This design comes from an exercise in tuning for small area and a short achievable clock period on the open sky130 flow, not from production work.
Function was checked by simulation only, so behaviour that the tests miss may differ from the original.
Power is estimated from default activity; no workload was simulated.

==> flow/design.v (outline; a module is shown in full before it is edited, if it fits) <==
// module aoi222: 3 lines
// module aoi22: 3 lines
// module div_first: 163 lines
// module div_mid: 324 lines
// module div_last: 405 lines
// module processor: 190 lines
module processor (
    input             CLOCK_50,
    input             rst,
    input             step,
    input             prog_we,
    input       [4:0] prog_addr,
    input      [15:0] prog_data,
    input       [4:0] dbg_addr,
    output reg  [7:0] LED,
    output     [15:0] dbg_data
);
  // ...
==> flow/flow/run.sh <==
#!/bin/bash
# Layout with ORFS through the standard.sh. Changes from the standard layout:
#  - synthesis runs flow/my_synth.tcl: the standard flow's synthesis script with another ABC mapping script;
#  - repair_timing over-fixes setup (SETUP_SLACK_MARGIN); the clock and constraints are unchanged;
#  - clock tree built from clkbuf_8, without dummy loads.
export MYWORK=$PWD
export MYFLOW=$PWD/flow
bash standard.sh SYNTH_SCRIPT=$PWD/flow/my_synth.tcl SETUP_SLACK_MARGIN=14 TNS_END_PERCENT=5 \
  "CTS_ARGS=-sink_clustering_enable -repair_clock_nets -buf_list sky130_fd_sc_hd__clkbuf_8 -sink_clustering_size 10 -sink_clustering_max_diameter 50 -dont_use_dummy_load" \
  finish > standard.log 2>&1
==> flow/flow/abc_small.script <==
&get -n
&st
&dch
&nf -R 30
&put
topo
stime -c
buffer -c
upsize -c
dnsize -c
==> flow/flow/my_synth.tcl <==
# The standard flow's synthesis script, with ABC run with flow/abc_small.script (an area-recovering
# &nf mapping) in place of ORFS's script. Registers are mapped before ABC, so they are
# the same as the standard synthesis gives.
proc abc {args} {
  set i [lsearch $args -script]
  lset args [expr {$i + 1}] $::env(MYFLOW)/abc_small.script
  yosys abc {*}$args
}
source $::env(MYWORK)/synth_recipe.tcl
==> flow/standard.sh <==
#!/bin/bash
# synth_recipe.tcl (not shown) runs the flow's synth.tcl, then flattens the netlist and writes it again
# the make line also repeats each setting of config.mk as NAME=value (left out here)
make -C /OpenROAD-flow-scripts/flow DESIGN_CONFIG=/design/flow/config.mk WORK_HOME=/design/flow/orfs CLKGATE_MAP_FILE= SYNTH_SCRIPT=/design/flow/synth_recipe.tcl "${@:-finish}"
==> flow/config.mk <==
export PLATFORM = sky130hd
export DESIGN_NAME = processor
export DESIGN_NICKNAME = processor
export VERILOG_FILES = /design/flow/design.v
export SDC_FILE = /design/flow/constraint.sdc
export NUM_CORES = 4
export LEC_CHECK = 0
export ABC_AREA = 1
export CAP_MARGIN = 20
export CORE_MARGIN = 2
export CORE_UTILIZATION = 40
export SLEW_MARGIN = 20
export SYNTH_HIERARCHICAL = 1
export SYNTH_MINIMUM_KEEP_SIZE = 0
==> flow/constraint.sdc <==
create_clock -name core_clock -period 26.0 [get_ports {CLOCK_50}]
set_input_delay 5.2000 -clock core_clock [delete_from_list [all_inputs] [get_ports {CLOCK_50}]]
set_output_delay 5.2000 -clock core_clock [all_outputs]
set_load 0.01 [all_outputs]
==> notes.md, run 1 <==
* Status: timing/DRC/antenna clean
* Type of the worst setup path: primary input to output port
* Global-route wire length before repair at 254,400 um
* Max rail drop VDD at 193.5 uV
* Hold Path Sink: qm[7]
* Setup bufs post-CTS at 21
* Measured slew at the worst slew-check pin at 1.253 ns
* Data required, critical path at 20.80 ns
* Syn-to-layout area delta at 11.90%
* Antenna diodes at 5
* DR WL/cell at roughly 34 um
* DRT Wirelength at 180,800 um
* R2R depth at slightly above 40
* Top-count cell post-synth: edfxtp_1
* Die Wd at 325.9 um
* Worst Clk Skew at 0.1497 ns
* DP Wirelength at about 110,000 um
* Register-to-register setup slack at around 15 ns
* Fin worst setup slack at 13.57 ns
* DP Area at 44,360 sq um
* CTS clk-pin slew, worst paths at 0.07 ns
* First DRT Iteration DRCs at ~9.4k
* GRT Residual Overflow at 0
* Multi-input gates at 2,851
* Inverters at 190
* Clk sink count at 644
* Ports at 54
* Top Usage Layer GRT: met2
* Non-clk buf share at 4.282%
==> run 2: changes to the inputs <==
--- a/flow/config.mk
+++ b/flow/config.mk
@@ -7,8 +7,10 @@
 export LEC_CHECK = 0
 export ABC_AREA = 1
-export CAP_MARGIN = 20
+export CAP_MARGIN = 10
+export CELL_PAD_IN_SITES_DETAIL_PLACEMENT = 2
+export CELL_PAD_IN_SITES_GLOBAL_PLACEMENT = 2
 export CORE_MARGIN = 2
 export CORE_UTILIZATION = 40
-export SLEW_MARGIN = 20
+export SLEW_MARGIN = 10
 export SYNTH_HIERARCHICAL = 1
 export SYNTH_MINIMUM_KEEP_SIZE = 0
==> run 2 against run 1 <==
Combinational power up 8%. Routed wire length up 19%. Global-route usage up 6.7 points. Synthesized cell count unchanged. Setup slack worse by 0.021 ns. Highest routed layer unchanged.
==> notes.md, run 2 <==
* DRT Wirelength at 215,500 um (+19%)
* Die height at 325.9 um
* Synth Flop Type: edfxtp_1
* Vias in the first global route at 41.28k
* Leading cell type in the layout, fill and taps excluded: edfxtp_1
* Most numerous cell on the critical path: buf_12
* Buffers on Ports at 53
* Synth top area share at 42.47%
* WL met2 at 95,900 um
* RSZ-0062 raised after global routing: yes
* Worst Clk Skew at 0.1284 ns (-0.02125 ns)
* CP top delay family: simple AND/OR/NAND/NOR gates
* Pwr dens at 84.59 nW/um^2
* Via count at 39.38k
* DR vias/cell at about 7.3
* Final setup vio count at 0
* Highest routed layer: met5
* Commonest cells after routing, fill and taps aside: 586 x edfxtp_1, 485 x a222oi_1, 420 x nand2_1, 298 x nor2_1, 180 x inv_1
* Global-route wire length before repair at 304,300 um (+20%)
* CTS max path bufs at 3
* Total of max-cap violations at 0
* #FFs+latches synth at 644
* Gpl congestion at roughly 0.97
* Clk sink count at 644 (unchanged)
* Ys async rst share at 0%
* Syn-to-layout area delta at 12.95%
* Initial antenna violation count at 18
* CP max stage delay at approximately 0.39 ns
* DP Wirelength at 139,300 um (+22%)
* CP Max Fanout at 8
* Ranking of synthesized cells by area: edfxtp_1 42%, a222oi_1 12%, fa_1 3.9%
* Max rail drop VDD at 182.7 uV (-5.6%)
* # nets final at 4,224
* CTS clk-pin slew, worst paths at 0.07 ns (about the same)
* FP Rows at 118
* Core ar. at 103,200 sq um
* Die Wd at 325.9 um (unchanged)
* Worst skew pair latency at between 0.7 and 0.8 ns
* Met1 WL at 79,210 um
* Dpl ws at 11.80 ns
* Ports at 54 (unchanged)
* Fmax at 80.29 MHz
* Multi-input gate area in the final layout at 21,950 sq um
* Largest registers: D.q: 256 flops, S.q: 256 flops
* Yosys warnings at 7
* Hold Path Class: flop to flop
* Largest net degree at the start of global routing at 69
* Met3 routed WL at 25,580 um
* Clock root buffer: clkbuf_8
* Slowest cell on crit path: a222oi_1
* CP Buf/Inv Count at 4
* Drt drc at 0
* Fin worst setup slack at 13.54 ns (-0.02080 ns)
* First DRT Iteration DRCs at 7,762 (-17%)
* Type of the worst setup path: primary input to output port
* Register Area at about 19,000 sq um
* 1st-pass router iterations at 17
* Post-synthesis cell type count at between 100 and 150
* DR WL/cell at 39.97 um (+19%)
* Measured slew at the worst slew-check pin at 1.345 ns (+0.09171 ns)
* Fill count at 10.49k
* Post-Synthesis Cells at 3,887
* CP Cell Sequence: buf_12 -> nor2b_4 -> and3b_2 -> buf_12 -> buf_12 -> a222oi_1 -> nand4_1 -> nor3_4 -> nor2_4 -> buf_2
* Max_slew headroom at 9.960%
* Final max-slew violation count at 0
* Status: timing/DRC/antenna clean
* CTS tree: yes
* Initial Util at 40.15%
* Routed Antenna Nets at 0
* Fin crit period at 12.46 ns
* Data required, critical path at 20.80 ns (about the same)
* Most frequent cells after synthesis: 586 x edfxtp_1, 485 x a222oi_1, 422 x nand2_1
* Crit path DAT at 7.26 ns
* Die ar. at approximately 110,000 sq um
* Layout cell share with drive strength beyond 1 at 12.80%
* CTS Buf Count at 94
* # H-tree levels at 3
* Final hold violations at 0
* All-Layer GR Usage at 39.47%
* Crit end category: output port
* Period utilization at a little under half
* Final TNS setup at 0 ns
* Syn Area/Cell at 10.66 sq um
* Post-synthesis sequential area ratio at approximately 45%
* GRT Residual Overflow at 0 (unchanged)
* CP Launch Type: primary input
* Cell accounting for the most synthesized area: edfxtp_1
* Mapped cell area at 41,440 sq um
* Top-count cell post-synth: edfxtp_1
* Post-synth EDFFs at 586
* Post-synth net total at slightly above 4k
* LEAKAGE at 15.84 nW
-- run 2: worst paths after layout --
check | start | endpoint | slack [ns] | depth (start not counted)
setup / recovery | dbg_addr[0] | dbg_data[9] | 13.54 | 10
hold / removal | qh[0] | qm[5] | 0.42 | 0
setup reg to reg | cl[2] | D[5].q[8] | 14.28 | 33
hold reg to reg | qh[0] | qm[5] | 0.42 | 0
-- run 2: area by class of cell --
class / count / area share (%)
Inverter: 190 / 1.524
Tap cell: 1380 / 3.689
Antenna cell: 4 / 0.02139
Multi-Input combinational cell: 2849 / 46.90
Clock buffer: 94 / 2.764
Sequential cell: 644 / 40.08
Timing Repair Buffer: 231 / 5.031
-- run 2: per-stage QoR --
step           power [mW]  std cells  hold slack, ns  instance area [sq um]  utilization (%)
4_1_cts             3.962       5381          0.4241                  46710            45.26
5_1_grt             4.171       5391          0.4271                  46800            45.35
2_1_floorplan       2.499       3887          0.3886                  41600                -
6_report            3.960       5392          0.4228                  46810            45.35
3_5_place_dp        3.235       5251          0.4062                  44380            43.01
3_3_place_gp        3.131       5251          0.4026                  44380            43.01
-- run 2: per-module statistics from Yosys (local to each module, per instance) --
module     flip-flops and latches  cell area (sq um)  times used  cells inside
div_last                        0               2809           1           421
div_mid                         0               2313           1           345
processor                     644              30250           1          2460
div_first                       0               1260           1           181
aoi222                          0              10.01         480             1
-- run 2: power breakdown --
group / leakage, nW / switching (mW) / total (mW) / internal (mW)
Sequential: 5.87 / 0.0492 / 1.23 / 1.18
Clock: 0.676 / 0.391 / 0.708 / 0.317
Combinational: 9.29 / 1.32 / 2.02 / 0.697
Total: 15.8 / 1.76 / 3.96 / 2.20
-- run 2: kinds of logic after synthesis --
group / synth area share [%]
AOI/OAI and AO/OA: 21.52
xor gates and xnor gates: 6.145
adders and majority gates: 7.847
buffers and inverters: 4.194
DFF: 45.27
muxes: 0.9239
and+or+nand+nor: 14.11
-- run 2: timing repair --
action | in CTS | in global routing
hold buffers | 0 | 0
buffers inserted | 23 | 6
pin swaps | 88 | 39
endpoints found under the hold margin | 0 | 0
resized for setup | 210 | 6
gates cloned | 13 | 1
endpoints found under the setup margin | 16 | 188
-- run 2: routing by layer --
metal | vias to the layer above | GRT usage (%)
li1 | 15680 | -
met1 | 19881 | 49.50
met2 | 2935 | 61.85
met3 | 870 | 10.48
met4 | 16 | 22.09
met5 | - | 0

separate check: timing with driven ports:
How much do the figures lean on ideal ports? The routed layouts below were timed once more, with nothing changed but the port constraints. Step 1 (the two cells are an assumption about what drives the block):
set clk [get_ports {CLOCK_50}]
set_driving_cell -lib_cell sky130_fd_sc_hd__clkbuf_16 $clk
set_driving_cell -lib_cell sky130_fd_sc_hd__buf_2 [delete_from_list [all_inputs] $clk]
Step 2 also shifts input and output timing later by t, the mid clock arrival at the registers, as if the neighbouring blocks saw the same clock. Slacks: ideal ports / drivers / drivers and shift; pairs: ideal ports / drivers.
run | t (ns) | slack for setup (ns) | worst setup path after step 2
run 1 | 0.759 | 13.565 / 13.513 / 13.513 | input to output
run 2 | 0.802 | 13.545 / 13.478 / 13.478 | input to output
After both steps every run listed still meets setup and hold. The setup slack of run 2, which loses most, moves by -0.067 ns with the drivers and by -0.067 ns with both steps.
